Context: an optimization exercise on an open-source flow, tuned for small area and a short achievable clock period. The choices shown serve that exercise and are no tape-out recipe. RTL that was checked went through simulation tests only; none was proved equivalent to the original. Function not checked in runs 1, 2, 4, 5 and 7: the RTL went through the layout flow alone. Power figures rest on the tool's default switching activity, not on a simulated workload.

--- flow/design.v ---
module FPGA #(parameter NUM_OF_TAPS = 6, SIZE = 20, NUM_OF_MODULES = 16) (
	input clk,
	input wire rst,
	input wire rx,
	output wire tx,
	output reg found_smth,
	output wire startedmod,
	output wire t1, t2, t3
);
assign t1 = 1'b0;
assign t2 = 1'b0;
assign t3 = 1'b0;
wire [NUM_OF_MODULES*8-1:0] heads_a, heads_b;
wire [NUM_OF_MODULES-1:0] inj_a, inj_b;
wire [7:0] wbus;
wire [NUM_OF_MODULES-1:0] found;
wire [NUM_OF_MODULES-1:0] failure;
wire [NUM_OF_MODULES-1:0] ena;
wire any_found;
assign startedmod = ena[0];
Interface #(.NUM_OF_MODULES(NUM_OF_MODULES)) interfejs (
	.clk     (clk),
	.rst     (rst),
	.rx      (rx),
	.tx      (tx),
	.found   (found),
	.failure (failure),
	.ena     (ena),
	.inj_a   (inj_a),
	.inj_b   (inj_b),
	.wbus    (wbus),
	.heads_a (heads_a),
	.heads_b (heads_b),
	.any_found (any_found)
);
genvar k;
generate
for (k = 0; k < NUM_OF_MODULES; k = k + 1) begin: eng
	NLFSR #(.SIZE(SIZE)) rejestr (
		.clk     (clk),
		.ena     (ena[k]),
		.inj_a   (inj_a[k]),
		.inj_b   (inj_b[k]),
		.wbus    (wbus),
		.head_a  (heads_a[k*8 +: 8]),
		.head_b  (heads_b[k*8 +: 8]),
		.failure (failure[k]),
		.found   (found[k])
	);
end
endgenerate
always @(posedge clk) begin
	if (rst)
		found_smth <= 1'b0;
	else if (any_found)
		found_smth <= 1'b1;
end
endmodule
module Interface #(parameter NUM_OF_MODULES = 16)(
	input  clk,
	input  rst,
	input  rx,
	output tx,
	input  [NUM_OF_MODULES-1:0] found,
	input  [NUM_OF_MODULES-1:0] failure,
	output reg [NUM_OF_MODULES-1:0] ena,
	output [NUM_OF_MODULES-1:0]   inj_a,
	output [NUM_OF_MODULES-1:0]   inj_b,
	output [7:0]                  wbus,
	input  [NUM_OF_MODULES*8-1:0] heads_a,
	input  [NUM_OF_MODULES*8-1:0] heads_b,
	output any_found
);
wire [7:0] byte_in;
reg  [7:0] byte_out;
reg        transmit_byte;
reg  [3:0] which;
localparam [3:0]
	IDLE          = 4'd0,
	RECEIVE       = 4'd1,
	ASSIGN_TO_REG = 4'd2,
	CONFIRM       = 4'd3,
	TRANSMIT_POLY = 4'd4,
	FOUND         = 4'd5,
	FAILURE       = 4'd6,
	RESET         = 4'd7,
	CAN_RECEIVE   = 4'd8,
	WAIT_FOR_ACCK = 4'd9,
	SIGNAL_FOUND  = 4'd10;
localparam [7:0]
	START     = 8'hf0,
	END       = 8'hff,
	ACCK      = 8'hf1,
	FAIL      = 8'hf2,
	CAN_REC   = 8'hf4,
	SIG_FOUND = 8'hf3;
reg [3:0] state;
reg [5:0] receive_count;
reg [3:0] i;
wire tx_ready;
wire take_byte;
Transmitter transmitter (
	.clk  (clk),
	.res  (rst),
	.drl  (transmit_byte),
	.load (tx_ready),
	.din  (byte_out),
	.tx   (tx)
);
Receiver receiver (
	.clk  (clk),
	.res  (rst),
	.rx   (rx),
	.take (take_byte),
	.dout (byte_in)
);
reg [3:0] tgt;
integer t;
always @(*) begin
	tgt = 4'd0;
	for (t = NUM_OF_MODULES - 1; t >= 0; t = t - 1)
		if (!ena[t]) tgt = t;
end
reg rst_q;
always @(posedge clk)
	rst_q <= rst;
assign any_found = !rst_q && found != {NUM_OF_MODULES{1'b0}};
wire any_failure = !rst_q && failure != {NUM_OF_MODULES{1'b0}};
wire all_busy    = ena == {NUM_OF_MODULES{1'b1}};
wire go_can = (state == IDLE) && !any_found && !any_failure && take_byte && byte_in == START && !all_busy;
wire go_wr  = (state == RECEIVE) && take_byte && byte_in != END &&
              receive_count >= 6'd1 && receive_count <= 6'd6;
function phase_ok(input [2:0] p, input [1:0] f);
	phase_ok = (p == 3'd1) ? !f[0] :
	           (p == 3'd2) ?  f[0] :
	           (f == p[1:0] + 2'd1);
endfunction
reg [1:0] ph;
reg [2:0] clr_left;
reg       wr_pend;
reg       ia_q, ib_q, zero_q;
wire [2:0] wr_pos = receive_count[2:0] - 3'd1;
wire wr_now = wr_pend && phase_ok(wr_pos, ph + 2'd1);
always @(posedge clk) begin
	ph <= ph + 2'd1;
	if (rst)
		clr_left <= 3'd0;
	else if (go_can)
		clr_left <= 3'd4;
	else if (clr_left != 3'd0)
		clr_left <= clr_left - 1'b1;
	if (rst)
		wr_pend <= 1'b0;
	else if (go_wr)
		wr_pend <= 1'b1;
	else if (wr_now)
		wr_pend <= 1'b0;
	zero_q <= clr_left != 3'd0;
	ia_q   <= clr_left != 3'd0 || (wr_now && wr_pos <= 3'd2);
	ib_q   <= clr_left != 3'd0 || (wr_now && wr_pos >= 3'd3);
end
assign wbus = zero_q ? 8'h00 : byte_in;
genvar e;
generate
for (e = 0; e < NUM_OF_MODULES; e = e + 1) begin: INJ
	assign inj_a[e] = ia_q && (tgt == e);
	assign inj_b[e] = ib_q && (tgt == e);
end
endgenerate
reg  [7:0] rd_a, rd_b;
integer r;
always @(*) begin
	rd_a = 8'h00;
	rd_b = 8'h00;
	for (r = 0; r < NUM_OF_MODULES; r = r + 1) begin
		rd_a = rd_a | (heads_a[r*8 +: 8] & {8{which == r}});
		rd_b = rd_b | (heads_b[r*8 +: 8] & {8{which == r}});
	end
end
wire rd_here = (state == TRANSMIT_POLY) && i >= 4'd1 && i <= 4'd6 && phase_ok(i[2:0], ph);
reg [7:0] nb;
reg       rd_q;
always @(posedge clk) begin
	nb   <= (i <= 4'd2) ? rd_a : rd_b;
	rd_q <= rd_here;
end
always @(posedge clk) begin
	if (rst) begin
		byte_out <= 8'h00;
		transmit_byte <= 1'b0;
		state <= IDLE;
		receive_count <= 1;
		i <= 0;
		ena <= {NUM_OF_MODULES{1'b0}};
	end else
	case (state)
		RESET: begin
			byte_out <= 8'h00;
			transmit_byte <= 1'b0;
			state <= IDLE;
			receive_count <= 1;
			i <= 0;
		end
		IDLE: begin
			if (any_found) begin
				state <= SIGNAL_FOUND;
				transmit_byte <= 1'b1;
				byte_out <= SIG_FOUND;
			end else if (take_byte && byte_in == START && !all_busy) begin
				state <= CAN_RECEIVE;
				transmit_byte <= 1'b1;
				byte_out <= CAN_REC;
			end
			if (any_failure)
				state <= FAILURE;
		end
		CAN_RECEIVE: begin
			if (tx_ready) begin
				state <= RECEIVE;
				transmit_byte <= 1'b0;
			end
		end
		RECEIVE: begin
			if (take_byte) begin
				if (byte_in == END)
					state <= ASSIGN_TO_REG;
				else
					receive_count <= receive_count + 1;
			end
		end
		ASSIGN_TO_REG: begin
			if (i == tgt) begin
				ena[tgt] <= 1'b1;
				byte_out <= ACCK;
				transmit_byte <= 1'b1;
				state <= CONFIRM;
			end else
				i <= i + 1;
		end
		SIGNAL_FOUND: begin
			if (tx_ready) begin
				state <= WAIT_FOR_ACCK;
				transmit_byte <= 1'b0;
			end
		end
		WAIT_FOR_ACCK: begin
			if (take_byte) begin
				if (byte_in == ACCK)
					state <= FOUND;
				else
					state <= IDLE;
			end
		end
		FOUND: begin
			if (found[i] == 1'b1) begin
				which <= i;
				transmit_byte <= 1'b1;
				state <= TRANSMIT_POLY;
				i <= 0;
			end else
				i <= i + 1;
		end
		TRANSMIT_POLY: begin
			if (tx_ready) begin
				if (i >= 4'd1 && i <= 4'd6)
					ena[which] <= 1'b0;
				if (i == 4'd7)
					byte_out <= END;
				if (i == 4'd8) begin
					transmit_byte <= 1'b0;
					state <= RESET;
				end
				i <= i + 1;
			end else if (rd_q)
				byte_out <= nb;
		end
		FAILURE: begin
			if (failure[i] == 1'b1) begin
				ena[i] <= 1'b0;
				byte_out <= FAIL;
				transmit_byte <= 1'b1;
				state <= CONFIRM;
			end else
				i <= i + 1;
		end
		CONFIRM: begin
			if (tx_ready)
				state <= RESET;
		end
		default: state <= state;
	endcase
end
endmodule
module NLFSR #(parameter SIZE = 20)(
	input             clk,
	input             ena,
	input             inj_a,
	input             inj_b,
	input      [7:0]  wbus,
	output     [7:0]  head_a,
	output     [7:0]  head_b,
	output            failure,
	output            found
);
localparam integer CTAP = (SIZE == 9) ? 4 : (SIZE == 11) ? 2 : (SIZE == 7 || SIZE == 15) ? 1 : 3;
reg [SIZE-1:0] nstate;
reg [SIZE-1:0] cnt;
reg [1:0] st;
assign found   = st[1] & ~st[0];
assign failure = st[1] &  st[0];
reg [15:0] ra;
reg [31:0] rb;
always @(posedge clk) begin
	ra <= {inj_a ? wbus : ra[7:0], ra[15:8]};
	rb <= {inj_b ? wbus : rb[7:0], rb[31:8]};
end
assign head_a = ra[7:0];
assign head_b = rb[7:0];
wire [47:0] co = {rb, ra};
wire [SIZE-1:0] state = {~nstate[SIZE-1:1], nstate[0]};
wire [31:0] sx;
genvar k;
generate
for (k = 0; k < 32; k = k + 1) begin: SX
	if (k >= 1 && k < SIZE && k <= 19) assign sx[k] = state[k];
	else assign sx[k] = 1'b0;
end
endgenerate
wire [6:1] taps;
generate
for (k = 1; k <= 6; k = k + 1) begin: TAPSY
	wire [7:0] c = co[k*8-1 -: 8];
	assign taps[k] = (c[7:5] == 3'b000) & sx[c[4:0]];
end
endgenerate
wire feedback = state[0] ^ (taps[1] & taps[2]) ^ taps[3] ^ taps[4] ^ taps[5] ^ taps[6];
wire at_init  = &nstate;
wire cnt_home = &cnt;
always @(posedge clk) begin
	nstate <= {~(ena & feedback), nstate[SIZE-1:2], ~(ena & nstate[1])};
	cnt    <= {~ena | (cnt[0] ^ cnt[CTAP]), cnt[SIZE-1:1]};
end
always @(posedge clk) begin
	if (!ena)
		st <= 2'b00;
	else if (st == 2'b00)
		st <= 2'b01;
	else if (st == 2'b01 && at_init)
		st <= cnt_home ? 2'b10 : 2'b11;
end
endmodule
module Receiver #(parameter [15:0] BIT_RATE_VAL = 16'h01B0) (
	input wire clk,
	input wire res,
	input wire rx,
	output wire take,
	output wire [7:0] dout
);
localparam [8:0] BR = BIT_RATE_VAL[8:0];
localparam [8:0] FIRST = {1'b0, BR[8:1]} + 9'd2;
localparam [8:0] NEXT  = BR + 9'd2;
reg       busy;
reg [3:0] bit_count;
reg [8:0] clk_count;
reg [7:0] received;
wire tick = (clk_count == 9'd0);
assign take = busy & tick & (bit_count == 4'd0);
assign dout = received;
always @(posedge clk) begin
	if (res)
		busy <= 1'b0;
	else if (!busy)
		busy <= !rx;
	else if (take)
		busy <= 1'b0;
end
always @(posedge clk) begin
	if (!busy) begin
		clk_count <= FIRST;
		bit_count <= 4'ha;
	end else if (!tick)
		clk_count <= clk_count - 1'b1;
	else begin
		clk_count <= (bit_count == 4'd1) ? 9'd1 : NEXT;
		bit_count <= bit_count - 1'b1;
	end
end
always @(posedge clk)
	if (busy && tick && bit_count != 4'd0 && bit_count != 4'd1)
		received <= {rx, received[7:1]};
endmodule
module Transmitter #(parameter [15:0] BIT_RATE_VAL = 16'h01B0)(
	input wire clk,
	input wire res,
	input wire drl,
	output wire load,
	input wire [7:0] din,
	output wire tx
);
localparam [8:0] BR = BIT_RATE_VAL[8:0];
reg [2:0] FSM;
reg [3:0] bit_count;
reg [8:0] clk_count;
reg [9:0] transmit;
reg tx_reg;
assign tx = tx_reg;
assign load = (FSM == 3'h1);
always @(posedge clk) begin
	if (res)
		FSM <= 3'h0;
	else begin
		case (FSM)
			3'h0: if (drl) FSM <= 3'h1;
			3'h1: FSM <= 3'h2;
			3'h2: FSM <= 3'h3;
			3'h3: FSM <= 3'h4;
			3'h4: if (clk_count == 9'h000) FSM <= 3'h5;
			3'h5: if (bit_count == 4'h0) FSM <= 3'h0; else FSM <= 3'h3;
			default: FSM <= 3'h0;
		endcase
	end
end
always @(posedge clk) begin
	if (FSM == 3'h2)
		bit_count <= 4'ha;
	if (FSM == 3'h3)
		bit_count <= bit_count - 1;
end
always @(posedge clk) begin
	if (FSM == 3'h3)
		clk_count <= BR;
	if (FSM == 3'h4)
		clk_count <= clk_count - 1;
end
always @(posedge clk) begin
	if (FSM == 3'h2)
		transmit <= {1'b1, din, 1'b0};
	if (FSM == 3'h3)
		transmit <= {1'b0, transmit[9:1]};
end
always @(posedge clk) begin
	if (res)
		tx_reg <= 1'b1;
	else if (FSM == 3'h3)
		tx_reg <= transmit[0];
end
endmodule
--- flow/flow/run.sh ---
#!/bin/bash
# The standard layout (the standard.sh, which runs the standard synthesis
# unchanged), with three changes to how it is optimised:
#  - repair_timing is asked for more setup slack than the 10 ns clock needs
#    (flow/setup_margin), so the critical paths get sized and buffered down
#    towards the period the design can reach;
#  - sizing may swap a cell for any cell of the same function, not only one of
#    the same footprint;
#  - the port buffers are buf_4 cells instead of the delay buffers
#    buffer_ports picks by default.
set -euo pipefail
MARGIN=$(cat flow/setup_margin)
bash standard.sh \
	SETUP_SLACK_MARGIN=$MARGIN \
	MATCH_CELL_FOOTPRINT=0 \
	"BUFFER_PORTS_ARGS=-buffer_cell sky130_fd_sc_hd__buf_4" \
	finish > standard.log 2>&1
--- flow/flow/setup_margin ---
6.9
--- flow/standard.sh ---
#!/bin/bash
# synth_recipe.tcl (not shown) runs the flow's synth.tcl, then flattens the netlist and writes it again
# the make line also repeats each setting of config.mk as NAME=value (left out here)
make -C /OpenROAD-flow-scripts/flow DESIGN_CONFIG=/design/flow/config.mk WORK_HOME=/design/flow/orfs CLKGATE_MAP_FILE= SYNTH_SCRIPT=/design/flow/synth_recipe.tcl "${@:-finish}"
--- flow/config.mk ---
export PLATFORM = sky130hd
export DESIGN_NAME = FPGA
export DESIGN_NICKNAME = FPGA
export VERILOG_FILES = /design/flow/design.v
export SDC_FILE = /design/flow/constraint.sdc
export NUM_CORES = 8
export LEC_CHECK = 0
export CAP_MARGIN = 20
export CORE_MARGIN = 2
export CORE_UTILIZATION = 60
export CTS_CLUSTER_DIAMETER = 100
export CTS_CLUSTER_SIZE = 24
export PLACE_DENSITY_LB_ADDON = 0.2
export SLEW_MARGIN = 20
--- flow/constraint.sdc ---
create_clock -name core_clock -period 10.0 [get_ports {clk}]
set_input_delay 2.0000 -clock core_clock [delete_from_list [all_inputs] [get_ports {clk}]]
set_output_delay 2.0000 -clock core_clock [all_outputs]
set_load 0.01 [all_outputs]
==> out/qor.yml, run 1 <==
p_int_mw: 8.20
worstPathArrival_ns: 1.18
rsz0062_at_grt: "true"
rows: 114
async_reset_ff_share_pct: 0
synth-seq-cells: 1552
firstDrtPassIters: 5
overflow: 0
r2r_slack_ns: 6.83
globalplace.congestion: 1.03
path_buf_inv: 1
start_util_pct: 60.6
slowest_stage: "dfxtp_4"
post-dp-hpwl_microns: 121000
design.core.area_sq_um: 96900
maxSlewViolCount: 0
wirelength_microns: 169000
top_register: "eng.rejestr.rb"
die_area_sq_um: 100000
ys_seq_area_share_pct: 53.5
die_x_microns: 317
hold_path_class: "flip-flop to flip-flop"
syn2layout_area_growth_pct: 5.40
largest_reg_flops: 512
cp.required_ns: 8.00
drc_errors: 0
sw_frac_of_total_pct: 25.7
reg_top3: "eng.rejestr.rb (512), eng.rejestr.cnt (320), eng.rejestr.nstate (320)"
slowest_delay_ns: 0.38
cts_sinks: 1552
setup_viol: 0
p_leak_nw: 20.4
numCtsBuffers: 74
clk-insertion-delay-late_ns: 0.70
synth.distinct_cells: 80
antenna_found_initial: 6
cts_tree: "built"
fin_cells: 6077
combPwrFrac_pct: 8.8
io_buffers: 5
grt_pass1_wl_microns: 255000
nNetsFinal: 4819
dp_cells: 5969
grt_max_degree: 36
max_freq_mhz: 314
maxCapViolations: 0
ctsHoldBuffers: 0
setup_tns_ns: 0
fin_skew_ns: 0.0323
yosysWarnings: 5
grt_use_total_pct: 33.6
crit_chain: "buf_6"
fin_crit_ns: 3.18
ant_nets: 0
power_density_nw_per_um2: 178
layout_commonest_cell: "dfxtp_1"
p_sw_mw: 2.84
clockPowerShare_pct: 29.8
ir_drop_mv: 0.139
dpl_cell_area_sq_um: 59400
outcome: "finished clean"
clockRootBuffer: "clkbuf_16"
synth_ff_type: "dfxtp_1"
start_kind: "flip-flop"
crit_family: "flip-flops"
synth_area_per_cell_sq_um: 11.9
synth_edf_count: 34
drt_iter0_markers: 4886
drt-vias-per-instance: 6.84
critPathKind: "flip-flop to output pin"
grt_pass1_vias: 39508
clockBufferDepth: 3
design_area_sq_um: 61900
pin_count: 9
htree_num_levels: 3
syn_inst: 4948
layout-drive-gt1-share_pct: 15.0
syn_area_sq_um: 58700
via_count: 41567
wire_per_inst_microns: 27.9
final_cell_mix: "dfxtp_1, nand2_1, mux4_2"
end_kind: "output pin"
period_share_pct: 31.8
final_core_util_pct: 63.9
crit_fanout: 3
hold_violations: 0
die_h_microns: 317
seqPwrFrac_pct: 61.4
path_clk_slew_ns: 0.10
tightest_slew_ns: 1.21
relSlewSlack_pct: 19.5
[per-stage QoR]
stage          hold slack, ns  power (mW)  setup WS (ns)
2_1_floorplan           0.323        7.43           6.95
3_3_place_gp            0.326        7.81           6.23
3_5_place_dp            0.329        7.83           6.24
4_1_cts                 0.340        11.0           6.79
5_1_grt                 0.340        11.4           6.79
6_report                0.339        11.0           6.82
[cell usage after synthesis (48+ instances only)]
| master | n | area share, % |
|---|---|---|
| nand2_1 | 413 | 2.6 |
| o21ai_0 | 341 | 2.9 |
| a221oi_1 | 83 | 1.2 |
| mux4_2 | 391 | 15 |
| inv_1 | 69 | 0.44 |
| nor3b_1 | 110 | 1.4 |
| nand4_1 | 198 | 2.1 |
| nand3_1 | 61 | 0.52 |
| nor3_1 | 93 | 0.79 |
| nor4_1 | 51 | 0.54 |
| clkbuf_1 | 247 | 1.6 |
| a211oi_1 | 125 | 1.6 |
| mux2i_1 | 122 | 2.1 |
| a22oi_1 | 48 | 0.61 |
| a21oi_1 | 121 | 1.0 |
| dfxtp_1 | 1518 | 52 |
| o211ai_1 | 54 | 0.69 |
| nor2_1 | 171 | 1.1 |
| xnor2_1 | 90 | 1.3 |
| mux2_2 | 104 | 2.0 |
| nor2b_1 | 50 | 0.53 |
[cells by family after synthesis]
logic type      after synthesis  share of synthesized area, %
compound gates              983                          11.1
other cells                   1                       0.00639
buf+inv                     355                          2.34
flops                      1552                          53.5
mux                         618                          19.1
xor+xnor                    119                          1.92
fa+ha+maj                    30                         0.639
simple gates               1290                          11.4
[final timing paths]
check | startpoint | endpoint | depth (start not counted)
max | interfejs.ena[0]$_SDFFE_PP0P_ | startedmod | 1
min | eng[10].rejestr.ra[13]$_DFF_P_ | eng[10].rejestr.ra[5]$_DFF_P_ | 0
max reg2reg | interfejs.ena[14]$_SDFFE_PP0P_ | eng[15].rejestr.rb[27]$_DFF_P_ | 7
min reg2reg | eng[10].rejestr.ra[13]$_DFF_P_ | eng[10].rejestr.ra[5]$_DFF_P_ | 0
[worst register-to-register path, cell delays in order (launching register included)]
cell and delay (ns):
dfxtp_1 0.54, nor2b_1 0.18, o221ai_1 0.20, a221o_1 0.42
nand2_1 0.12, nand4_1 0.40, or4_4 0.69, o21ai_0 0.46
[power groups by stage]
stage / combinational, mW / sequential [mW] / clock [mW]
after floorplan: 0.717 / 6.71 / 0
after global placement: 0.904 / 6.90 / 0
after detailed placement: 0.917 / 6.91 / 0
after CTS: 0.934 / 6.77 / 3.33
after global routing: 1.03 / 6.81 / 3.53
final: 0.971 / 6.78 / 3.29
[timing repair]
item,CTS,global route
endpoints found under the setup margin,288,221
pin swaps,1,2
setup buffers,7,10
resized for setup,48,46
[metal layers]
metal	vias up	share of wire [%]	global-route usage (%)
li1	18391	-	-
met1	20498	41	47.6
met2	2230	44	50.3
met3	444	9.9	6.56
met4	4	5.4	15.2
met5	-	0.015	0
[layout make-up]
class                   count  area, sq um
diodes                      4         10.0
clock buffers              84         1930
clock inverters             3         33.8
fillers                  7458        35000
inverters                  74          278
multi-input cells        3043        26300
flip-flops and latches   1552        31400
well taps                1276         1600
repair buffers             41          332
==> run 2, diff against run 1 <==
--- a/flow/config.mk
+++ b/flow/config.mk
@@ -7,7 +7,7 @@
 export LEC_CHECK = 0
 export CAP_MARGIN = 20
 export CORE_MARGIN = 2
-export CORE_UTILIZATION = 60
+export CORE_UTILIZATION = 70
 export CTS_CLUSTER_DIAMETER = 100
 export CTS_CLUSTER_SIZE = 24
 export PLACE_DENSITY_LB_ADDON = 0.2
==> run 2 against run 1 <==
Compared with the run above: cell count fell by 3.3%; worst hold slack got worse by 0.0015 ns; synthesized cell count did not move; clock-buffer cell count rose by 1; highest routed layer unchanged; sequential share of layout area rose by 0.26 points; area after synthesis did not move; sequential power barely moved; global-route usage rose by 5.6 points; still clean on timing, DRC and antenna.
==> out/qor.yml, run 2 <==
numCtsBuffers: 74
synthAdderAreaFrac_pct: 0.639
ff_latch_area_sq_um: 31400
path_buf_inv: 1
cts_sinks: 1552
grt_pass1_vias: 41070
reg_top3: "eng.rejestr.rb (512), eng.rejestr.cnt (320), eng.rejestr.nstate (320)"
syn2layout_area_growth_pct: 4.83
design_area_sq_um: 61500
largest_reg_flops: 512
ctsHoldBuffers: 0
syn_area_sq_um: 58700
cp.depth: 1
async_reset_ff_share_pct: 0
design.core.area_sq_um: 83300
final_core_util_pct: 73.9
syn_inst: 4948
fin_crit_ns: 3.19
hold_path_class: "flip-flop to flip-flop"
rsz0062_at_grt: "true"
finalPower_mw: 11.1
antenna_found_initial: 10
grt_use_total_pct: 39.3
post-dp-hpwl_microns: 119000
p_leak_nw: 20.3
layout-drive-gt1-share_pct: 14.5
die_h_microns: 294
synth_top_area_share_pct: 51.8
io_buffers: 5
synth_area_leaders: "dfxtp_1, mux4_2, o21ai_0, nand2_1, nand4_1"
ir_drop_mv: 0.169
multiInputGateArea_sq_um: 26200
cp.required_ns: 8.00
slowest_stage: "dfxtp_4"
yosys.cell_count.top_type: "dfxtp_1"
drt-vias-per-instance: 7.24
maxSlewViolCount: 0
synth_area_per_cell_sq_um: 11.9
drt_iter0_markers: 5369
path_clk_slew_ns: 0.10
rows: 106
synth.distinct_cells: 80
firstDrtPassIters: 8
nNetsFinal: 4814
die_area_sq_um: 86200
layout_commonest_cell: "dfxtp_1"
critPathKind: "flip-flop to output pin"
die_x_microns: 294
fin_skew_ns: 0.0353
overflow: 0
ant_nets: 0
synth-seq-cells: 1552
globalplace.congestion: 1.06
slowest_delay_ns: 0.40
synthMuxAreaShare_pct: 19.1
synth_ff_type: "dfxtp_1"
holdPathStages: 0
dp_cells: 5774
relSlewSlack_pct: 9.54
whs_ns: 0.338
hold_violations: 0
clockBufferDepth: 3
max_freq_mhz: 314
clockRootBuffer: "clkbuf_16"
worstPathArrival_ns: 1.19
wire_per_inst_microns: 28.8
yosysTopAreaCell: "dfxtp_1"
yosysWarnings: 5
start_util_pct: 70.5
tightest_slew_ns: 1.36
dpl_cell_area_sq_um: 59200
crit_chain: "buf_6"
fin_cells: 5878
crit_fanout: 2
grt_pass1_wl_microns: 257000
maxCapViolations: 0
synth_edf_count: 34
r2r_slack_ns: 6.83
pre_cts_slack_ns: 6.08
pin_count: 9
start_kind: "flip-flop"
synth_top_family_by_area: "multiplexers"
grt_max_degree: 36
synth_compound_area_share_pct: 11.1
worst_slack_ns: 6.81
yosys-top-cells-count: "dfxtp_1, nand2_1, mux4_2"
setup_tns_ns: 0
outcome: "finished clean"
clk-insertion-delay-late_ns: 0.67
wirelength_microns: 170000
drc_errors: 0
htree_num_levels: 3
via_count: 42541
crit_family: "flip-flops"
setup_viol: 0
top_register: "eng.rejestr.rb"
synth_xor_xnor_area_share_pct: 1.92
ys_seq_area_share_pct: 53.5
ff2ff_path_depth: 9
nFillCells: 5564
final_cell_mix: "dfxtp_1, nand2_1, mux4_2"
synth-simple-area-share_pct: 11.4
power_density_nw_per_um2: 180
cts_tree: "built"
period_share_pct: 31.9
end_kind: "output pin"
## run 2: changes by cell type in the layout (fill, tap and decap cells not counted), moves of 3 or more
| cell | change |
|---|---|
| a2111oi_0 | +3 |
| a2111oi_1 | -3 |
| buf_4 | -5 |
| dfxtp_1 | +3 |
| nand3_1 | +13 |
| nand3_2 | -13 |
## run 2: cells by family after synthesis
group / count (synthesis)
flops: 1552
simple gates: 1290
compound gates: 983
mux: 618
buf+inv: 355
xor+xnor: 119
fa+ha+maj: 30
other cells: 1
## run 2: final cells by class
| cell class | instances | area share, % |
|---|---|---|
| sequential | 1552 | 51.1 |
| multi-input combinational | 3043 | 42.5 |
| clock buffer | 85 | 3.15 |
| tap | 1080 | 2.20 |
| timing repair buffer | 36 | 0.453 |
| inverter | 74 | 0.451 |
| clock inverter | 5 | 0.124 |
| antenna | 3 | 0.0122 |
## run 2: timing repair
action | in CTS | in global routing
buffers inserted | 6 | 4
setup endpoints to repair | 263 | 229
cloned | 0 | 0
resized for setup | 38 | 31
pin swaps | 1 | 1
## run 2: report_power, final
part | total, mW | leakage, nW | internal (mW) | switching (mW)
Clock | 3.30 | 0.982 | 1.39 | 1.91
Sequential | 6.81 | 12.6 | 6.43 | 0.378
Combinational | 0.958 | 6.79 | 0.381 | 0.577
Total | 11.1 | 20.3 | 8.21 | 2.86
## run 2: metal layers
metal	part of all wire (%)	track usage, %
met3	12	9.43
met5	0.035	0
met1	38	53.2
met2	44	58.8
met4	6.5	21.4
## run 2: final timing paths
kind	to	startpoint
worst max-delay path	startedmod	interfejs.ena[0]$_SDFFE_PP0P_
worst min-delay path	eng[5].rejestr.ra[6]$_DFF_P_	eng[5].rejestr.ra[14]$_DFF_P_
worst max register to register	eng[2].rejestr.ra[14]$_DFF_P_	interfejs.ena[11]$_SDFFE_PP0P_
worst min register to register	eng[5].rejestr.ra[6]$_DFF_P_	eng[5].rejestr.ra[14]$_DFF_P_
==> run 3, diff against run 2 <==
--- a/flow/design.v
+++ b/flow/design.v
@@ -177,13 +177,7 @@
 		rd_b = rd_b | (heads_b[r*8 +: 8] & {8{which == r}});
 	end
 end
-wire rd_here = (state == TRANSMIT_POLY) && i >= 4'd1 && i <= 4'd6 && phase_ok(i[2:0], ph);
-reg [7:0] nb;
-reg       rd_q;
-always @(posedge clk) begin
-	nb   <= (i <= 4'd2) ? rd_a : rd_b;
-	rd_q <= rd_here;
-end
+wire rd_here = i >= 4'd1 && i <= 4'd6 && phase_ok(i[2:0], ph);
 always @(posedge clk) begin
 	if (rst) begin
 		byte_out <= 8'h00;
@@ -271,8 +265,8 @@
 					state <= RESET;
 				end
 				i <= i + 1;
-			end else if (rd_q)
-				byte_out <= nb;
+			end else if (rd_here)
+				byte_out <= (i <= 4'd2) ? rd_a : rd_b;
 		end
 		FAILURE: begin
 			if (failure[i] == 1'b1) begin
--- a/flow/config.mk
+++ b/flow/config.mk
@@ -7,7 +7,7 @@
 export LEC_CHECK = 0
 export CAP_MARGIN = 20
 export CORE_MARGIN = 2
-export CORE_UTILIZATION = 70
+export CORE_UTILIZATION = 60
 export CTS_CLUSTER_DIAMETER = 100
 export CTS_CLUSTER_SIZE = 24
 export PLACE_DENSITY_LB_ADDON = 0.2
==> run 3 against run 2 <==
Compared with the run above: routed wire length grew 0.93%; area after synthesis shrank 0.25%; combinational power shrank 38%; cell count grew 2.6%; cell area grew 0.29%; die area grew 16%; still clean; sequential share of layout area shrank 0.42 points; critical endpoint unchanged; highest routed layer unchanged; critical path type unchanged; clock-buffer cell count shrank 6; via count shrank 3.7%; synthesized cell count shrank 1.1%; total power shrank 5.4%.
==> out/qor.yml, run 3 <==
layout_commonest_cell: "dfxtp_1"
synth-seq-cells: 1543
ff2ff_path_depth: 8
ant_nets: 0
drc_errors: 0
clockRootBuffer: "clkbuf_16"
syn2layout_area_growth_pct: 5.39
io_buffers: 5
tightest_slew_ns: 1.12
worstPathArrival_ns: 1.19
hold_path_class: "flip-flop to flip-flop"
cp.required_ns: 8.00
setup_viol: 0
max_freq_mhz: 314
crit_family: "flip-flops"
via_count: 40983
numCtsBuffers: 75
synth_area_per_cell_sq_um: 12.0
grt_pass1_vias: 39041
r2r-end: "eng[2].rejestr.rb[25]$_DFF_P_"
path_clk_slew_ns: 0.10
fin_crit_ns: 3.19
maxCapViolations: 0
post-dp-hpwl_microns: 126000
syn_area_sq_um: 58600
slowest_delay_ns: 0.37
start_util_pct: 60.6
synth_area_leaders: "dfxtp_1, mux4_2, mux2_2, o21ai_0, nand2_1"
grt_max_degree: 47
synth_ff_type: "dfxtp_1"
start_kind: "flip-flop"
syn_inst: 4892
firstDrtPassIters: 6
reg_top3: "eng.rejestr.rb (512), eng.rejestr.cnt (320), eng.rejestr.nstate (320)"
r2r_slack_ns: 6.93
path_buf_inv: 1
die_area_sq_um: 100000
ir_drop_mv: 0.141
layout-drive-gt1-share_pct: 16.6
setup_tns_ns: 0
wirelength_microns: 171000
p_leak_nw: 20.7
clockBufferDepth: 3
synth-simple-area-share_pct: 11.6
critPathKind: "flip-flop to output pin"
ys_seq_area_share_pct: 53.3
synthMuxAreaShare_pct: 20.7
cts_sinks: 1543
synth_compound_area_share_pct: 9.72
whs_ns: 0.346
outcome: "finished clean"
crit_fanout: 2
synth_xor_xnor_area_share_pct: 1.95
design.core.area_sq_um: 96700
yosysTopAreaCell: "dfxtp_1"
final_cell_mix: "dfxtp_1, mux4_2, nand2_1"
worst_slack_ns: 6.81
rsz0062_at_grt: "true"
power_density_nw_per_um2: 170
ctsHoldBuffers: 0
end_kind: "output pin"
synth_top_family_by_area: "multiplexers"
rows: 114
cts_tree: "built"
maxSlewViolCount: 0
antenna_found_initial: 12
holdCritStartpoint: "eng[6].rejestr.cnt[14]$_DFF_P_"
grt_pass1_wl_microns: 255000
synthAdderAreaFrac_pct: 0.641
r2r-start: "interfejs.ena[15]$_SDFFE_PP0P_"
top_register: "eng.rejestr.rb"
relSlewSlack_pct: 24.3
min_to: "eng[6].rejestr.cnt[13]$_DFF_P_"
grt_use_total_pct: 34.1
wire_per_inst_microns: 28.4
fin_skew_ns: 0.0278
globalplace.congestion: 1.03
synth_top_area_share_pct: 51.6
die_x_microns: 316
pre_cts_slack_ns: 6.43
htree_num_levels: 3
holdPathStages: 0
period_share_pct: 31.9
drt-vias-per-instance: 6.80
nNetsFinal: 4774
pin_count: 9
slowest_stage: "dfxtp_4"
async_reset_ff_share_pct: 0
yosys.cell_count.top_type: "dfxtp_1"
largest_reg_flops: 512
yosys-top-cells-count: "dfxtp_1, mux4_2, nand2_1"
synth.distinct_cells: 75
synth_edf_count: 34
nFillCells: 7462
overflow: 0
drt_iter0_markers: 4491
hold_violations: 0
crit_chain: "buf_6"
yosysWarnings: 5
clk-insertion-delay-late_ns: 0.70
die_h_microns: 316
## run 3: cell types whose count changed in the layout (fill, tap and decap cells not counted), sizes merged, moves of 15 or more
cell and delta:
o211ai -15, inv -21, o31ai -21, nor3b -19, o21ai -68, a22oi +31
mux2 +67, nor2 +61, nand3b +20, nand2 -37, a21oi -19, mux2i +15
## run 3: stage by stage
step                power [mW]  utilization [%]  instances  cell area, sq um
floorplan                 6.99                -       4894             58600
global placement          7.28             61.4       5933             59400
detailed placement        7.30             61.4       5933             59400
CTS                       10.5             63.7       6026             61600
global route              10.8             63.8       6029             61700
finish                    10.5             63.8       6030             61700
## run 3: kinds of logic after synthesis
| group | Yosys count |
|---|---|
| flops | 1543 |
| other cells | 1 |
| compound gates | 861 |
| simple gates | 1318 |
| fa+ha+maj | 30 |
| mux | 699 |
| xor+xnor | 124 |
| buf+inv | 316 |
## run 3: report_power, final
group,total [mW],switching (mW),internal [mW]
clock network,3.29,1.91,1.38
registers,6.60,0.274,6.32
logic,0.591,0.349,0.242
## run 3: layer usage
metal	share of wire (%)	GRT usage (%)	vias to the layer above	wire length, microns
met5	0.039	0	-	67
met4	5.0	15.3	10	8510
met3	8.2	5.42	368	14100
met2	44	51.1	1822	75900
met1	42	49.0	20630	72600
li1	-	-	18153	-
## run 3: worst max path at each step
stage,start,endpoint,cells after the start,slack [ns]
2_1_floorplan,rst,found_smth$_SDFFE_PP0P_,4,6.92
3_5_place_dp,interfejs.ena[10]$_SDFFE_PP0P_,eng[13].rejestr.rb[28]$_DFF_P_,9,6.43
5_1_grt,interfejs.ena[0]$_SDFFE_PP0P_,startedmod,1,6.80
6_report,interfejs.ena[0]$_SDFFE_PP0P_,startedmod,1,6.81
4_1_cts,interfejs.ena[0]$_SDFFE_PP0P_,startedmod,1,6.77
3_3_place_gp,interfejs.ena[10]$_SDFFE_PP0P_,eng[13].rejestr.rb[26]$_DFF_P_,9,6.49
## run 3: final cells by class
cell class	count	area [sq um]	share of cell area, %
Clock inverter	10	114	0.184
Sequential cell	1543	31300	50.7
Tap cell	1276	1600	2.59
Timing Repair Buffer	37	289	0.468
Antenna cell	1	2.50	0.00405
Clock buffer	79	1890	3.07
Inverter	49	184	0.298
Multi-Input combinational cell	3035	26400	42.7
## run 3: what timing repair did
item | CTS | global route
pin swaps | 1 | 1
setup buffers | 4 | 3
gates resized for setup | 68 | 29
endpoints found under the setup margin | 255 | 101
==> run 4, diff against run 3 <==
--- a/flow/design.v
+++ b/flow/design.v
@@ -139,6 +139,7 @@
 reg [2:0] clr_left;
 reg       wr_pend;
 reg       ia_q, ib_q, zero_q;
+reg [3:0] sel_q;
 wire [2:0] wr_pos = receive_count[2:0] - 3'd1;
 wire wr_now = wr_pend && phase_ok(wr_pos, ph + 2'd1);
 always @(posedge clk) begin
@@ -155,6 +156,7 @@
 		wr_pend <= 1'b1;
 	else if (wr_now)
 		wr_pend <= 1'b0;
+	sel_q  <= tgt;
 	zero_q <= clr_left != 3'd0;
 	ia_q   <= clr_left != 3'd0 || (wr_now && wr_pos <= 3'd2);
 	ib_q   <= clr_left != 3'd0 || (wr_now && wr_pos >= 3'd3);
@@ -163,8 +165,8 @@
 genvar e;
 generate
 for (e = 0; e < NUM_OF_MODULES; e = e + 1) begin: INJ
-	assign inj_a[e] = ia_q && (tgt == e);
-	assign inj_b[e] = ib_q && (tgt == e);
+	assign inj_a[e] = ia_q && (sel_q == e);
+	assign inj_b[e] = ib_q && (sel_q == e);
 end
 endgenerate
 reg  [7:0] rd_a, rd_b;
@@ -177,19 +179,35 @@
 		rd_b = rd_b | (heads_b[r*8 +: 8] & {8{which == r}});
 	end
 end
-wire rd_here = i >= 4'd1 && i <= 4'd6 && phase_ok(i[2:0], ph);
+wire rd_here = (state == TRANSMIT_POLY) && i >= 4'd1 && i <= 4'd6 && phase_ok(i[2:0], ph);
+reg [7:0] nb;
+reg       rd_q;
+always @(posedge clk) begin
+	nb   <= (i <= 4'd2) ? rd_a : rd_b;
+	rd_q <= rd_here;
+end
+wire ena_set = (state == ASSIGN_TO_REG) && i == tgt;
+wire ena_clr = (state == FAILURE) ? failure[i] :
+               (state == TRANSMIT_POLY) && tx_ready && i >= 4'd1 && i <= 4'd6;
+wire [3:0] clr_idx = (state == FAILURE) ? i : which;
+integer q;
+always @(posedge clk)
+	for (q = 0; q < NUM_OF_MODULES; q = q + 1)
+		if (rst)
+			ena[q] <= 1'b0;
+		else if (ena_set && tgt == q)
+			ena[q] <= 1'b1;
+		else if (ena_clr && clr_idx == q)
+			ena[q] <= 1'b0;
 always @(posedge clk) begin
 	if (rst) begin
-		byte_out <= 8'h00;
 		transmit_byte <= 1'b0;
 		state <= IDLE;
 		receive_count <= 1;
 		i <= 0;
-		ena <= {NUM_OF_MODULES{1'b0}};
 	end else
 	case (state)
 		RESET: begin
-			byte_out <= 8'h00;
 			transmit_byte <= 1'b0;
 			state <= IDLE;
 			receive_count <= 1;
@@ -224,7 +242,6 @@
 		end
 		ASSIGN_TO_REG: begin
 			if (i == tgt) begin
-				ena[tgt] <= 1'b1;
 				byte_out <= ACCK;
 				transmit_byte <= 1'b1;
 				state <= CONFIRM;
@@ -256,8 +273,6 @@
 		end
 		TRANSMIT_POLY: begin
 			if (tx_ready) begin
-				if (i >= 4'd1 && i <= 4'd6)
-					ena[which] <= 1'b0;
 				if (i == 4'd7)
 					byte_out <= END;
 				if (i == 4'd8) begin
@@ -265,12 +280,11 @@
 					state <= RESET;
 				end
 				i <= i + 1;
-			end else if (rd_here)
-				byte_out <= (i <= 4'd2) ? rd_a : rd_b;
+			end else if (rd_q)
+				byte_out <= nb;
 		end
 		FAILURE: begin
 			if (failure[i] == 1'b1) begin
-				ena[i] <= 1'b0;
 				byte_out <= FAIL;
 				transmit_byte <= 1'b1;
 				state <= CONFIRM;
==> run 4 against run 3 <==
Compared with the run above: die area shrank 0.14%; cell area shrank 0.21%; sequential power grew 4.2%; synthesized cell count shrank 4.1%; register-to-register slack is essentially flat; still clean on timing, DRC and antenna; critical path type unchanged; flip-flop and latch count grew 13; largest cell class unchanged; cell count shrank 2.8%.
==> out/qor.yml, run 4 <==
wirelength_microns: 164000
synth_compound_area_share_pct: 9.14
slowest_stage: "dfxtp_4"
via_count: 40103
yosys.cell_count.top_type: "dfxtp_1"
drc_errors: 0
min_to: "eng[7].rejestr.cnt[16]$_DFF_P_"
period_share_pct: 31.8
drt_iter0_markers: 5070
globalplace.congestion: 1.03
cts_sinks: 1556
critPathKind: "flip-flop to output pin"
r2r_slack_ns: 6.94
synth_ff_type: "dfxtp_1"
layout_commonest_cell: "dfxtp_1"
p_leak_nw: 20.7
crit_chain: "buf_6"
tightest_slew_ns: 1.22
outcome: "finished clean"
fin_crit_ns: 3.18
ant_nets: 0
syn2layout_area_growth_pct: 5.32
post-dp-hpwl_microns: 116000
clockRootBuffer: "clkbuf_16"
grt_use_total_pct: 32.5
firstDrtPassIters: 6
holdCritStartpoint: "eng[7].rejestr.cnt[17]$_DFF_P_"
ir_drop_mv: 0.174
die_h_microns: 316
drt-vias-per-instance: 6.84
grt_pass1_wl_microns: 244000
synth_top_area_share_pct: 51.8
clockBufferDepth: 3
wire_per_inst_microns: 27.9
synth_area_leaders: "dfxtp_1, mux4_2, mux2_2, edfxtp_1, nand4_1"
grt_pass1_vias: 37645
end_kind: "output pin"
synth.distinct_cells: 82
setup_tns_ns: 0
clk-insertion-delay-late_ns: 0.70
syn_inst: 4690
rsz0062_at_grt: "true"
ys_seq_area_share_pct: 54.0
pin_count: 9
crit_family: "flip-flops"
io_buffers: 5
crit_fanout: 2
synth_edf_count: 42
synth_top_family_by_area: "multiplexers"
nNetsFinal: 4591
design.core.area_sq_um: 96700
holdPathStages: 0
synthAdderAreaFrac_pct: 0.428
maxSlewViolCount: 0
ff_latch_area_sq_um: 31600
largest_reg_flops: 512
syn_area_sq_um: 58500
pre_cts_slack_ns: 6.21
r2r-start: "interfejs.ena[13]$_SDFFE_PP0P_"
antenna_found_initial: 5
cts_tree: "built"
max_freq_mhz: 314
hold_violations: 0
power_density_nw_per_um2: 180
htree_num_levels: 3
synth-simple-area-share_pct: 10.5
maxCapViolations: 0
hold_path_class: "flip-flop to flip-flop"
numCtsBuffers: 75
nFillCells: 7387
die_x_microns: 316
start_util_pct: 60.5
grt_max_degree: 28
yosys-top-cells-count: "dfxtp_1, mux4_2, nand2_1"
start_kind: "flip-flop"
ff2ff_path_depth: 8
slowest_delay_ns: 0.37
cp.required_ns: 8.00
overflow: 0
synth_area_per_cell_sq_um: 12.5
top_register: "eng.rejestr.rb"
async_reset_ff_share_pct: 0
setup_viol: 0
worstPathArrival_ns: 1.18
synth-seq-cells: 1556
die_area_sq_um: 100000
final_cell_mix: "dfxtp_1, mux4_2, nand2_1"
r2r-end: "interfejs.state[1]$_SDFFE_PP0P_"
final_core_util_pct: 63.7
rows: 114
worst_slack_ns: 6.82
synth_xor_xnor_area_share_pct: 1.91
reg_top3: "eng.rejestr.rb (512), eng.rejestr.cnt (320), eng.rejestr.nstate (320)"
ctsHoldBuffers: 0
fin_skew_ns: 0.0417
synthMuxAreaShare_pct: 22.0
yosysTopAreaCell: "dfxtp_1"
path_clk_slew_ns: 0.09
relSlewSlack_pct: 18.6
multiInputGateArea_sq_um: 25900
layout-drive-gt1-share_pct: 17.6
path_buf_inv: 1
yosysWarnings: 5
[run 4: cell types whose count changed in the layout (fill, tap and decap cells not counted), sizes merged, moves of 13 or more]
cell    change
nor2       -16
a22oi      -26
nand2      -76
o22ai      -15
a211oi     -14
nand2b     +13
a21oi      -34
o211ai     +23
mux2i      -17
nand3b     -15
o21ai      -65
mux2       +78
[run 4: metal layers]
metal	vias to the layer above	track usage, %	part of all wire [%]
met1	19958	45.1	41
li1	17641	-	-
met3	406	8.05	10
met2	2094	48.2	44
met5	-	0	0.018
met4	4	15.2	5.4
[run 4: per-stage QoR]
stage	instances	hold slack, ns	cell area (sq um)	total power, mW
after floorplan	4692	0.323	58500	7.44
after global placement	5766	0.327	59500	7.84
after detailed placement	5766	0.331	59500	7.86
after CTS	5860	0.333	61500	11.1
after global routing	5860	0.342	61600	11.4
final	5863	0.332	61600	11.1
[run 4: kinds of logic after synthesis]
logic type,count (synthesis)
and+or+nand+nor,1180
AOI/OAI and AO/OA,769
DFF,1556
buffers and inverters,286
xor gates and xnor gates,115
muxes,763
other,1
adders and majority gates,20
[run 4: timing repair]
item / 4_1_cts / 5_1_grt
pin swaps: 0 / 0
gates resized for setup: 9 / 17
setup endpoints to repair: 8 / 36
setup buffers: 1 / 0
[run 4: final cells by class]
class,instances,area share (%)
antenna,3,0.0122
clock buffer,89,3.27
clock inverter,4,0.0731
inverter,54,0.335
multi-input combinational,2850,42.0
sequential,1556,51.3
tap,1276,2.59
timing repair buffer,31,0.396
[run 4: worst max-delay path by stage]
stage	start	end	depth (start not counted)	slack (ns)
floorplan	rst	interfejs.which[0]$_DFFE_PP_	3	6.91
global placement	rst	interfejs.byte_out[4]$_DFFE_PP_	4	6.22
detailed placement	rst	interfejs.byte_out[5]$_DFFE_PP_	4	6.21
CTS	interfejs.ena[0]$_SDFFE_PP0P_	startedmod	1	6.80
global route	interfejs.transmitter.tx_reg$_SDFFE_PP1P_	tx	1	6.79
finish	interfejs.ena[0]$_SDFFE_PP0P_	startedmod	1	6.82
[run 4: where the power goes]
part	internal (mW)	total (mW)	switching, mW
combinational	0.365	0.871	0.506
clock	1.44	3.35	1.91
sequential	6.47	6.88	0.406
==> run 5, diff against run 4 <==
--- a/flow/design.v
+++ b/flow/design.v
@@ -143,7 +143,10 @@
 wire [2:0] wr_pos = receive_count[2:0] - 3'd1;
 wire wr_now = wr_pend && phase_ok(wr_pos, ph + 2'd1);
 always @(posedge clk) begin
-	ph <= ph + 2'd1;
+	if (rst)
+		ph <= 2'd0;
+	else
+		ph <= ph + 2'd1;
 	if (rst)
 		clr_left <= 3'd0;
 	else if (go_can)
@@ -437,8 +440,8 @@
 always @(posedge clk) begin
 	if (FSM == 3'h3)
 		clk_count <= BR;
-	if (FSM == 3'h4)
-		clk_count <= clk_count - 1;
+	else
+		clk_count <= clk_count - 1'b1;
 end
 always @(posedge clk) begin
 	if (FSM == 3'h2)
==> run 5 against run 4 <==
Compared with the run above: routed wire length decreased by 2.2%; still clean on timing, DRC and antenna; clock skew decreased by 0.0030 ns; critical endpoint is now interfejs.state[3]$_SDFFE_PP0P_; global-route usage decreased by 0.53 points; first-iteration DRC count increased by 8.2%; combinational power increased by 17%; register-to-register slack got worse by 0.19 ns; largest power group unchanged; cell area about the same; die area decreased by 0.40%; setup slack got worse by 0.064 ns; non-clock buffer count increased by 13; synthesized cell count decreased by 0.87%.
==> out/qor.yml, run 5 <==
outcome: "finished clean"
crit_fanout: 4
htree_num_levels: 3
cts_tree: "built"
endpoint: "interfejs.state[3]$_SDFFE_PP0P_"
synth-seq-cells: 1556
clockRootBuffer: "clkbuf_16"
layout-drive-gt1-share_pct: 18.7
final_cell_mix: "dfxtp_1, mux4_2, nand2_1"
start_kind: "flip-flop"
sw_frac_of_total_pct: 25.7
cts_sinks: 1556
clockBufferDepth: 3
yosys-top-cells-count: "dfxtp_1, mux4_2, nand2_1"
synthMuxAreaShare_pct: 22.5
globalplace.congestion: 1.03
clockPowerShare_pct: 29.6
relSlewSlack_pct: 22.7
maxCapViolations: 0
syn_inst: 4649
drc_errors: 0
reg_top3: "eng.rejestr.rb (512), eng.rejestr.cnt (320), eng.rejestr.nstate (320)"
rsz0062_at_grt: "true"
io_buffers: 5
grt_pass1_wl_microns: 241000
wirelength_microns: 160000
syn2layout_area_growth_pct: 5.79
path_clk_slew_ns: 0.09
r2r-end: "interfejs.state[3]$_SDFFE_PP0P_"
synth.distinct_cells: 78
ctsHoldBuffers: 0
max_freq_mhz: 308
drt-vias-per-instance: 6.85
use_met2_pct: 47.8
r2r_slack_ns: 6.75
firstDrtPassIters: 6
synth_area_per_cell_sq_um: 12.5
met3_usage_pct: 6.55
die_x_microns: 316
hold_path_class: "flip-flop to flip-flop"
pin_count: 9
hold_violations: 0
period_share_pct: 32.5
p_sw_mw: 2.92
cp.required_ns: 10.54
holdPathStages: 0
nFillCells: 7416
wire_per_inst_microns: 27.5
clk-insertion-delay-late_ns: 0.69
startpoint: "interfejs.receiver.clk_count[0]$_SDFF_PN0_"
layout_commonest_cell: "dfxtp_1"
synth_ff_type: "dfxtp_1"
ff_latch_area_sq_um: 31500
grt_pass1_vias: 37650
tightest_slew_ns: 1.16
start_util_pct: 60.4
synth_compound_area_share_pct: 8.80
die_area_sq_um: 99600
ys_seq_area_share_pct: 54.0
synth-simple-area-share_pct: 10.5
yosysTopAreaCell: "dfxtp_1"
yosys.cell_count.top_type: "dfxtp_1"
die_h_microns: 316
setup_tns_ns: 0
multiInputGateArea_sq_um: 25900
synth_xor_xnor_area_share_pct: 1.88
r2r-start: "interfejs.receiver.clk_count[0]$_SDFF_PN0_"
grt_busiest_layer: "met2"
nNetsFinal: 4561
fin_skew_ns: 0.0386
synth_top_family_by_area: "multiplexers"
numCtsBuffers: 74
drt_iter0_markers: 5487
critPathKind: "flip-flop to flip-flop"
grtUsageMet1_pct: 45.5
post-dp-hpwl_microns: 114000
synth_top_area_share_pct: 52.3
p_leak_nw: 20.7
synth_area_leaders: "dfxtp_1, mux4_2, mux2_2, nand4_1, mux2i_1"
ant_nets: 0
p_int_mw: 8.45
via_count: 39948
synth_edf_count: 33
syn_area_sq_um: 58200
top_register: "eng.rejestr.rb"
power_density_nw_per_um2: 185
whs_ns: 0.333
ir_drop_mv: 0.193
largest_reg_flops: 512
yosysWarnings: 5
end_kind: "flip-flop"
maxSlewViolCount: 0
worstPathArrival_ns: 3.79
ff2ff_path_depth: 10
fin_crit_ns: 3.25
design.core.area_sq_um: 96400
grt_max_degree: 27
antenna_found_initial: 7
rows: 114
synthAdderAreaFrac_pct: 0.451
async_reset_ff_share_pct: 0
final_core_util_pct: 63.9
seqPwrFrac_pct: 61.4
grt_use_total_pct: 31.9
setup_viol: 0
overflow: 0
combPwrFrac_pct: 9.0
-- run 5: cell count changes after synthesis, moves of 8 or more --
cell / change
clkbuf_1: +36
nand2_1: -29
buf_2: -28
mux2_2: +20
o21ai_0: -13
nor3_1: +12
nand3_1: -10
a22oi_1: -9
dfxtp_1: +9
edfxtp_1: -9
o211ai_1: +8
-- run 5: logic make-up after synthesis --
group	count (synthesis)
DFF	1556
and+or+nand+nor	1151
muxes	782
AOI/OAI and AO/OA	740
buffers and inverters	284
xor gates and xnor gates	114
adders and majority gates	21
other	1
-- run 5: worst min path at each step --
stage / from / end
finish: eng[5].rejestr.rb[22]$_DFF_P_ / eng[5].rejestr.rb[14]$_DFF_P_
global route: eng[3].rejestr.cnt[1]$_DFF_P_ / eng[3].rejestr.cnt[0]$_DFF_P_
CTS: eng[3].rejestr.rb[15]$_DFF_P_ / eng[3].rejestr.rb[7]$_DFF_P_
detailed placement: eng[8].rejestr.ra[13]$_DFF_P_ / eng[8].rejestr.ra[5]$_DFF_P_
global placement: eng[10].rejestr.ra[15]$_DFF_P_ / eng[10].rejestr.ra[7]$_DFF_P_
floorplan: eng[10].rejestr.ra[15]$_DFF_P_ / eng[10].rejestr.ra[7]$_DFF_P_
-- run 5: power by group through the flow --
stage	logic (mW)	registers [mW]	clock network, mW
after floorplan	0.797	6.84	0
after global placement	0.962	7.10	0
after detailed placement	0.973	7.11	0
after CTS	0.988	6.97	3.41
after global routing	1.08	7.02	3.64
final	1.02	6.99	3.37
-- run 5: through the flow --
stage / worst slack [ns] / instances / power [mW] / cell area, sq um
CTS: 6.75 / 5824 / 11.4 / 61500
global placement: 5.93 / 5722 / 8.06 / 59300
floorplan: 6.90 / 4651 / 7.63 / 58300
global route: 6.67 / 5830 / 11.7 / 61600
finish: 6.75 / 5832 / 11.4 / 61600
detailed placement: 5.90 / 5722 / 8.08 / 59300
-- run 5: critical path: stages (launching register included) --
cell and delay, ns:
dfxtp_2 0.33, inv_2 0.07, ha_4 0.13, or3b_4 0.39, nor4b_4 0.34, nand4_4 0.24, nor4b_4 0.37, nor4_2 0.09
or4_4 0.58, o311ai_1 0.43, o41ai_2 0.15
-- run 5: timing repair --
action                     in CTS  in global routing
buffers inserted               10                  5
pin swaps                       7                  2
setup endpoints to repair      32                 34
gates resized for setup        15                 14
-- run 5: cell type report --
class / count / area share [%]
Timing Repair Buffer: 44 / 0.587
Antenna cell: 3 / 0.0122
Clock buffer: 92 / 3.39
Inverter: 50 / 0.317
Tap cell: 1276 / 2.59
Multi-Input combinational cell: 2811 / 42.0
Sequential cell: 1556 / 51.1
-- run 5: layer usage --
metal	wire length [microns]	vias to the layer above
li1	-	17526
met1	66200	19968
met5	0	-
met2	70700	2105
met4	7350	0
met3	15900	349
==> run 6, diff against run 5 <==
--- a/flow/design.v
+++ b/flow/design.v
@@ -440,8 +440,8 @@
 always @(posedge clk) begin
 	if (FSM == 3'h3)
 		clk_count <= BR;
-	else
-		clk_count <= clk_count - 1'b1;
+	if (FSM == 3'h4)
+		clk_count <= clk_count - 1;
 end
 always @(posedge clk) begin
 	if (FSM == 3'h2)
==> run 6 against run 5 <==
Compared with the run above: register-to-register slack gained 0.31 ns; via count shrank 0.39%; critical path type is now flip-flop to output pin; clock power shrank 1%; non-clock buffer count shrank 8; setup slack gained 0.049 ns; worst hold slack gained 0.0068 ns; largest cell class unchanged; still clean on timing, DRC and antenna; area after synthesis grew 0.41%; highest routed layer is now met5; maximum frequency grew 1.5%; core utilization shrank 0.23 points; routed wire length grew 2.0%.
==> out/qor.yml, run 6 <==
start_kind: "flip-flop"
die_h_microns: 316
ys_seq_area_share_pct: 54.0
antenna_found_initial: 6
nFillCells: 7361
synth_area_per_cell_sq_um: 12.5
numCtsBuffers: 75
post-dp-hpwl_microns: 118000
whs_ns: 0.339
yosysWarnings: 5
final_cell_mix: "dfxtp_1, mux4_2, nand2_1"
cp.required_ns: 8.00
synth_ff_type: "dfxtp_1"
p_leak_nw: 20.7
relSlewSlack_pct: 18.8
ff_latch_area_sq_um: 31600
worstPathArrival_ns: 1.20
tightest_slew_ns: 1.21
yosys.cell_count.top_type: "dfxtp_1"
synth-seq-cells: 1556
setup_tns_ns: 0
syn_area_sq_um: 58500
syn_inst: 4682
grt_use_total_pct: 32.5
seqPwrFrac_pct: 63.1
hold_violations: 0
slowest_delay_ns: 0.40
clk-insertion-delay-late_ns: 0.70
clockBufferDepth: 3
rows: 114
crit_fanout: 2
p_sw_mw: 2.44
setup_viol: 0
outcome: "finished clean"
grt_pass1_vias: 38041
async_reset_ff_share_pct: 0
fin_crit_ns: 3.20
grt_max_degree: 29
multiInputGateArea_sq_um: 25800
die_x_microns: 316
grt_pass1_wl_microns: 245000
drc_errors: 0
combPwrFrac_pct: 4.7
hold_path_class: "flip-flop to flip-flop"
synth_top_area_share_pct: 51.8
design.core.area_sq_um: 96700
die_area_sq_um: 100000
end_kind: "output pin"
synth_edf_count: 42
drt_iter0_markers: 4892
fin_skew_ns: 0.0321
globalplace.congestion: 1.02
slowest_stage: "dfxtp_4"
layout-drive-gt1-share_pct: 17.7
ctsHoldBuffers: 0
rsz0062_at_grt: "true"
yosys-top-cells-count: "dfxtp_1, mux4_2, nand2_1"
drt-vias-per-instance: 6.80
ir_drop_mv: 0.178
synth_area_leaders: "dfxtp_1, mux4_2, mux2_2, edfxtp_1, mux2i_1"
sw_frac_of_total_pct: 23.7
io_buffers: 5
period_share_pct: 32.0
htree_num_levels: 3
maxCapViolations: 0
via_count: 39791
overflow: 0
p_int_mw: 7.89
clockRootBuffer: "clkbuf_16"
path_buf_inv: 1
firstDrtPassIters: 7
wirelength_microns: 163000
reg_top3: "eng.rejestr.rb (512), eng.rejestr.cnt (320), eng.rejestr.nstate (320)"
start_util_pct: 60.5
wire_per_inst_microns: 27.9
largest_reg_flops: 512
maxSlewViolCount: 0
nNetsFinal: 4585
power_density_nw_per_um2: 168
crit_chain: "buf_6"
critPathKind: "flip-flop to output pin"
syn2layout_area_growth_pct: 5.29
layout_commonest_cell: "dfxtp_1"
synth.distinct_cells: 76
cts_tree: "built"
max_freq_mhz: 313
clockPowerShare_pct: 32.2
ant_nets: 0
cts_sinks: 1556
pin_count: 9
top_register: "eng.rejestr.rb"
yosysTopAreaCell: "dfxtp_1"
crit_family: "flip-flops"
path_clk_slew_ns: 0.10
run 6: changes by cell type in the layout (fill, tap and decap cells not counted), sizes merged, moves of 9 or more:
cell	previous run	this run
a22oi	44	60
clkbuf	92	82
nand2	271	288
mux2	270	244
a211o	6	20
inv	45	71
dfxtp	1523	1514
nor2b	31	51
edfxtp	33	42
nor2	210	193
o21ai	204	190
a21oi	66	79
nor3b	108	118
run 6: worst paths after layout:
path,endpoint,depth (start not counted),slack [ns],startpoint
setup / recovery,startedmod,1,6.80,interfejs.ena[0]$_SDFFE_PP0P_
setup reg to reg,interfejs.byte_out[7]$_DFFE_PP_,7,7.06,interfejs.ena[8]$_SDFFE_PP0P_
hold reg to reg,eng[1].rejestr.ra[5]$_DFF_P_,0,0.34,eng[1].rejestr.ra[13]$_DFF_P_
hold / removal,eng[1].rejestr.ra[5]$_DFF_P_,0,0.34,eng[1].rejestr.ra[13]$_DFF_P_
run 6: area by class of cell:
cell class	instances	area share (%)
clock buffer	82	3.14
inverter	64	0.394
tap	1276	2.59
multi-input combinational	2830	42.0
sequential	1556	51.3
clock inverter	8	0.148
timing repair buffer	36	0.457
antenna	1	0.00406
run 6: layer usage:
metal  GRT usage (%)  routed length, microns  vias up  share of wire [%]
met4            14.5                    8330        2                5.1
met5               0                      13        -             0.0080
met3            6.44                   16300      389                 10
li1                -                       -    17626                  -
met2            48.2                   71200     2034                 44
met1            46.4                   67400    19740                 41
run 6: cell families (layout without fill, tap and decap cells):
family / count (synthesis) / in the layout / synth area share, %
flip-flops: 1556 / 1556 / 54.0
AND/OR/NAND/NOR: 1164 / 1164 / 10.6
AO/OA/AOI/OAI: 775 / 775 / 9.29
multiplexers: 756 / 756 / 21.8
buffers and inverters: 298 / 190 / 2.00
XOR/XNOR: 113 / 113 / 1.83
adder cells (fa/ha/maj): 19 / 19 / 0.406
other: 1 / 4 / 0.00641
run 6: power by group through the flow:
stage,logic (mW),clock network [mW],registers [mW]
3_5_place_dp,0.465,0,6.66
5_1_grt,0.496,3.59,6.53
2_1_floorplan,0.311,0,6.55
4_1_cts,0.467,3.38,6.51
6_report,0.486,3.33,6.52
3_3_place_gp,0.463,0,6.66
run 6: per-stage QoR:
| step | area, sq um | utilization (%) | instances | power [mW] | setup WS, ns |
|---|---|---|---|---|---|
| 6_report | 61600 | 63.7 | 5853 | 10.3 | 6.80 |
| 5_1_grt | 61600 | 63.7 | 5852 | 10.6 | 6.77 |
| 4_1_cts | 61500 | 63.6 | 5851 | 10.4 | 6.78 |
| 3_5_place_dp | 59500 | 61.5 | 5759 | 7.12 | 6.66 |
| 3_3_place_gp | 59500 | 61.5 | 5759 | 7.12 | 6.72 |
| 2_1_floorplan | 58500 | - | 4684 | 6.86 | 6.99 |
run 6: repair_timing:
item | in CTS | in global routing
resized for setup | 9 | 7
setup endpoints to repair | 13 | 32
pin swaps | 1 | 0
buffers inserted | 2 | 1
==> run 7, diff against run 6 <==
--- a/flow/design.v
+++ b/flow/design.v
@@ -375,7 +375,10 @@
 reg [8:0] clk_count;
 reg [7:0] received;
 wire tick = (clk_count == 9'd0);
-assign take = busy & tick & (bit_count == 4'd0);
+reg take_r;
+always @(posedge clk)
+	take_r <= !res && busy && clk_count == 9'd1 && bit_count == 4'd0;
+assign take = take_r;
 assign dout = received;
 always @(posedge clk) begin
 	if (res)
@@ -440,8 +443,8 @@
 always @(posedge clk) begin
 	if (FSM == 3'h3)
 		clk_count <= BR;
-	if (FSM == 3'h4)
-		clk_count <= clk_count - 1;
+	else
+		clk_count <= clk_count - 1'b1;
 end
 always @(posedge clk) begin
 	if (FSM == 3'h2)
==> run 7 against run 6 <==
Compared with the run above: sequential share of layout area shrank 0.23 points; highest routed layer unchanged; cell count grew 1.0%; core utilization up 0.14 points; largest power group unchanged; via count up 2.3%; sequential power grew 2%; clock power about the same; die area rose by 0.14%; total power increased by 1.9%; setup slack improved by 0.019 ns.
==> out/qor.yml, run 7 <==
setup_viol: 0
clockRootBuffer: "clkbuf_16"
post-dp-hpwl_microns: 121000
finalPower_mw: 10.5
ys_seq_area_share_pct: 53.8
syn2layout_area_growth_pct: 5.37
cp.required_ns: 8.00
path_buf_inv: 1
start_util_pct: 60.6
slowest_stage: "dfxtp_4"
maxSlewViolCount: 0
synth_area_per_cell_sq_um: 12.3
die_x_microns: 316
drt-vias-per-instance: 6.88
yosys-top-cells-count: "dfxtp_1, mux4_2, nand2_1"
fin_skew_ns: 0.0379
crit_fanout: 2
grt_pass1_wl_microns: 252000
yosysWarnings: 5
firstDrtPassIters: 5
hold_violations: 0
start_kind: "flip-flop"
ir_drop_mv: 0.188
rows: 114
outcome: "finished clean"
whs_ns: 0.333
grt_pass1_vias: 38442
synth_area_leaders: "dfxtp_1, mux4_2, mux2_2, nand4_1, mux2i_1"
reg_top3: "eng.rejestr.rb (512), eng.rejestr.cnt (320), eng.rejestr.nstate (320)"
die_area_sq_um: 100000
largest_reg_flops: 512
nNetsFinal: 4644
syn_inst: 4742
synth.distinct_cells: 76
cts_sinks: 1557
io_buffers: 5
max_freq_mhz: 315
critPathKind: "flip-flop to output pin"
synth_edf_count: 33
hold_path_class: "flip-flop to flip-flop"
top_register: "eng.rejestr.rb"
relSlewSlack_pct: 20.9
pin_count: 9
grt_max_degree: 49
synth-seq-cells: 1557
crit_family: "flip-flops"
layout_commonest_cell: "dfxtp_1"
dp_cells: 5820
ctsHoldBuffers: 0
maxCapViolations: 0
syn_area_sq_um: 58600
grt_use_total_pct: 33.5
design.core.area_sq_um: 96700
drt_iter0_markers: 5444
clk-insertion-delay-late_ns: 0.69
p_leak_nw: 20.8
final_cell_mix: "dfxtp_1, mux4_2, nand2_1"
slowest_delay_ns: 0.38
period_share_pct: 31.8
worstPathArrival_ns: 1.18
rsz0062_at_grt: "true"
nFillCells: 7455
crit_chain: "buf_6"
async_reset_ff_share_pct: 0
htree_num_levels: 3
antenna_found_initial: 13
setup_tns_ns: 0
fin_cells: 5914
wirelength_microns: 168000
synth_top_area_share_pct: 52.1
layout-drive-gt1-share_pct: 17.3
synth_ff_type: "dfxtp_1"
final_core_util_pct: 63.8
globalplace.congestion: 1.05
yosys.cell_count.top_type: "dfxtp_1"
via_count: 40701
cts_tree: "built"
overflow: 0
power_density_nw_per_um2: 171
drc_errors: 0
end_kind: "output pin"
path_clk_slew_ns: 0.09
ant_nets: 0
clockBufferDepth: 3
fin_crit_ns: 3.18
numCtsBuffers: 75
wire_per_inst_microns: 28.5
die_h_microns: 316
tightest_slew_ns: 1.18
yosysTopAreaCell: "dfxtp_1"
-- run 7: changes by cell type in the layout (fill, tap and decap cells not counted), moves of 9 or more --
cell / change
o31ai_1: -15
edfxtp_1: -9
nand3b_1: +10
xnor2_1: -15
a222oi_1: -11
nand3_1: +10
a21oi_1: +17
nand2_1: -11
nand2b_1: +9
o211ai_1: -26
a22o_1: +9
nor2_1: +21
o21ai_0: +32
a211oi_1: +10
-- run 7: per-layer routing --
layer	wire, microns	track usage, %
met2	73700	49.8
met1	68800	47.8
met4	8190	13.5
met3	17700	7.52
met5	15	0
-- run 7: what timing repair did --
| action | CTS | global route |
|---|---|---|
| setup buffers | 1 | 0 |
| hold endpoints to repair | 0 | 0 |
| pin swaps | 0 | 0 |
| setup endpoints to repair | 18 | 37 |
| gates resized for setup | 12 | 11 |
-- run 7: path summary, 6_finish.rpt --
path / start / endpoint / slack [ns] / cells past startpoint
hold / removal: eng[10].rejestr.cnt[6]$_DFF_P_ / eng[10].rejestr.cnt[5]$_DFF_P_ / 0.33 / 0
hold reg to reg: eng[10].rejestr.cnt[6]$_DFF_P_ / eng[10].rejestr.cnt[5]$_DFF_P_ / 0.33 / 0
setup / recovery: interfejs.ena[0]$_SDFFE_PP0P_ / startedmod / 6.82 / 1
setup reg to reg: eng[11].rejestr.st[0]$_SDFFE_PN0P_ / interfejs.transmit_byte$_SDFFE_PP0P_ / 7.03 / 8
-- run 7: layout make-up --
cell class,instances,area [sq um],share of cell area [%]
Clock inverter,4,45.0,0.0730
Inverter,59,221,0.359
Multi-Input combinational cell,2890,26000,42.2
Clock buffer,86,1990,3.23
Timing Repair Buffer,39,304,0.493
Tap cell,1276,1600,2.59
Sequential cell,1557,31500,51.1
Antenna cell,3,7.51,0.0122
-- run 7: metrics by stage --
step	cell area [sq um]	worst slack [ns]
final	61700	6.82
after global placement	59600	6.44
after global routing	61700	6.79
after floorplan	58600	6.90
after detailed placement	59600	6.46
after CTS	61700	6.79
-- run 7: report_power, final --
| part | internal [mW] | total, mW | switching [mW] |
|---|---|---|---|
| combinational | 0.201 | 0.578 | 0.377 |
| clock | 1.42 | 3.33 | 1.90 |
| sequential | 6.38 | 6.62 | 0.247 |
-- run 7: kinds of logic after synthesis --
| kind of cell | Yosys count | share of synthesized area, % |
|---|---|---|
| compound gates | 805 | 9.43 |
| xor+xnor | 109 | 1.87 |
| fa+ha+maj | 19 | 0.406 |
| buf+inv | 297 | 1.99 |
| flops | 1557 | 53.8 |
| mux | 749 | 21.6 |
| other cells | 1 | 0.00640 |
| simple gates | 1205 | 11.0 |

-- separate check: timing with driven ports --
The results above use ideal ports. As a check the final layouts listed here were re-extracted and re-timed, cells and wires unchanged.
Step 1 assumes that a clkbuf_16 drives the clock port and a buf_2 every other input.
Step 2 times the ports against the registers' clock, not the clock port: input delays grow and output delays shrink by t, the midpoint of the rising clock arrivals with the driver on.
Three values: no drivers, after step 1, after step 2; two values: the first two.
run | t, ns | setup slack, ns
run 1 | 0.756 | 6.816 / 6.743 / 6.498
run 2 | 0.722 | 6.812 / 6.743 / 6.460
run 3 | 0.760 | 6.812 / 6.734 / 6.636
run 4 | 0.752 | 6.817 / 6.749 / 6.320
run 5 | 0.742 | 6.753 / 6.708 / 6.339
run 6 | 0.762 | 6.802 / 6.723 / 6.617
run 7 | 0.746 | 6.821 / 6.746 / 6.752
After both steps every run listed still meets setup and hold.
